Background: an optimization exercise with open tools, aiming at small area, a short achievable clock period and few clock cycles per item. Do not read the settings as production practice. Function was checked by simulation only, so behaviour that the tests miss may differ from the original. Power figures rest on the tool's default switching activity, not on a simulated workload.

P:
==> flow/design.v (excerpt) <==
module minisys_ex(
  input clock,
  input reset,
  input [31:0] instr,
  input [31:0] opcplus4,
  input [31:0] rs_value,
  input [31:0] rt_value,
  input [1:0] fwd_a_sel,
  input [1:0] fwd_b_sel,
  input [31:0] mem_result,
  input [31:0] wb_data,
  output stall,
  output [31:0] alu_result,
  output zero,
  output overflow,
  output div_zero,
  output [4:0] waddr,
  output [31:0] rt_data
);
Size: roughly 3300 cells after synthesis, about 270 I/O pins, ~0.026 mm^2 of cells after synthesis.
export LEC_CHECK = 0
export CAP_MARGIN = 40
export CORE_MARGIN = 2
export CORE_UTILIZATION = 40
export SETUP_SLACK_MARGIN = 4.5
export SLEW_MARGIN = 45
export SYNTH_HIERARCHICAL = 1
create_clock -name core_clock -period 14.0 [get_ports {clock}]
standard.sh (not shown) runs the stock make flow with config.mk's settings and CLKGATE_MAP_FILE= SYNTH_SCRIPT=/design/flow/synth_recipe.tcl, a recipe that flattens the netlist after the stock synthesis.
==> flow/flow/run.sh <==
#!/bin/bash
set -euo pipefail
export BUFFER_PORTS_ARGS="-buffer_cell sky130_fd_sc_hd__buf_2"
bash standard.sh finish > standard_make.log 2>&1
Testbench counts of P, summed over its fixed seeds: cycles 20,197, instructions 12,000.
[inputs] Q vs P
Settings: SETUP_SLACK_MARGIN changed from 4.5 to 4.
### Flow results
- Going from P to Q, worst-case reg-to-reg path depth now smaller, global-route usage over all layers decreased 1.1 points, multi-input gate share of the layout cell area saw an increase, worst-margin pin slew dropped 5.5 ps.
- Area used by multi-input combinational logic across Q and P: no real change.
- Q: layout cell share with drive strength beyond 1 lower than P
- Buffering stage count on the worst path with inverters included ends up lower on P.
Setup changes, Q to R
Settings: swapping 4 for 3 in SETUP_SLACK_MARGIN.
--- outcome ---
- R completed every stage of the flow, and the final layout passed the timing, design-rule and antenna checks.
- In summary, Q completed successfully, with a layout that passed the timing, design-rule and antenna checks.
- Between Q and R, maximum fanout along the worst path increased.
- R vs Q on number of cells on the worst reg-to-reg path: R is the higher one.
- Relative to Q, number of buffers added for setup after CTS decreased by 37 in R.

* * *

minisys_ex, a different RTL version from the one above (not shown whole).
For scale: ~3400 cells after synthesis.
## minisys_ex
module minisys_ex(
  input clock,
  input reset,
  input [31:0] instr,
  input [31:0] opcplus4,
  input [31:0] rs_value,
  input [31:0] rt_value,
  input [1:0] fwd_a_sel,
  input [1:0] fwd_b_sel,
  input [31:0] mem_result,
  input [31:0] wb_data,
  output stall,
  output [31:0] alu_result,
  output zero,
  output overflow,
  output div_zero,
  output [4:0] waddr,
  output [31:0] rt_data
);
export LEC_CHECK = 0
export CAP_MARGIN = 20
export CORE_MARGIN = 2
export CORE_UTILIZATION = 40
export SETUP_SLACK_MARGIN = 4
export SLEW_MARGIN = 20
create_clock -name core_clock -period 14.0 [get_ports {clock}]
Scripts as last shown in full above: flow/flow/run.sh
Testbench counts at the start, summed over its fixed seeds: cycles 20,197, instructions 12,000.
==> next run, changes <==
--- a/flow/config.mk
+++ b/flow/config.mk
@@ -7,3 +7,3 @@
 export LEC_CHECK = 0
-export CAP_MARGIN = 20
+export CAP_MARGIN = 40
 export CORE_MARGIN = 2
@@ -11,2 +11,3 @@
 export SETUP_SLACK_MARGIN = 4
-export SLEW_MARGIN = 20
+export SLEW_MARGIN = 45
+export SYNTH_HIERARCHICAL = 1
Outcome:
- global-route usage went down by 3.0 points
- first-iteration DRC count went up by about 20%
- routed wire length went down by about 4.5%
- worst setup slack loses 160 ps
- non-clock buffer count went up by 33
- design area went up by about 5%
- sequential share of layout area went down by 0.43 points
- sequential power went down by about 3%
==> next run, changes <==
--- a/flow/config.mk
+++ b/flow/config.mk
@@ -12,2 +12 @@
 export SLEW_MARGIN = 45
-export SYNTH_HIERARCHICAL = 1
Result: Non-clock buffer count came out lower by 40; cell count came out lower by a few percent; die area came out lower by a few percent; maximum frequency came out higher by a few percent.
==> next run, changes <==
--- a/flow/config.mk
+++ b/flow/config.mk
@@ -7,3 +7,3 @@
 export LEC_CHECK = 0
-export CAP_MARGIN = 40
+export CAP_MARGIN = 10
 export CORE_MARGIN = 2
@@ -11,2 +11,2 @@
 export SETUP_SLACK_MARGIN = 4
-export SLEW_MARGIN = 45
+export SLEW_MARGIN = 10
- final cell count barely changes
- fmax came out lower by 0.93%
- wire length hardly moves
- global-route usage stays flat
- hold slack is better by 19 ps

## re-timing with driven ports
Ports are ideal in the flow. The routed layouts listed here were re-timed in OpenROAD. Step 1 (the two cells are an assumption about what drives the block):
set clk [get_ports {clock}]
set_driving_cell -lib_cell sky130_fd_sc_hd__clkbuf_16 $clk
set_driving_cell -lib_cell sky130_fd_sc_hd__buf_2 [delete_from_list [all_inputs] $clk]
Step 2 times the ports against the registers' clock, not the clock port: input delays grow and output delays shrink by t, the midpoint of the rising clock arrivals with the driver on. Slacks: no drivers / after step 1 / after step 2; pairs: no drivers / after step 1.
run | t (ns) | setup WS [ns] | worst slew at a driven data input, ns
P | 0.431 | 3.372 / 3.326 / 3.326 | 0.09
Q | 0.455 | 3.110 / 3.040 / 3.040 | 0.12
R | 0.423 | 3.080 / 3.054 / 3.054 | 0.09
the first run of note 2 | 0.442 | 3.929 / 3.800 / 3.800 | 0.18
the second run of note 2 | 0.439 | 3.771 / 3.708 / 3.708 | 0.07
the third run of note 2 | 0.450 | 3.978 / 3.885 / 3.885 | 0.15
the fourth run of note 2 | 0.442 | 3.884 / 3.776 / 3.776 | 0.18
After both steps every run listed still meets setup and hold. For the first run of note 2, which loses most, drivers alone change the setup slack by -0.129 ns; drivers and shift together by -0.129 ns.
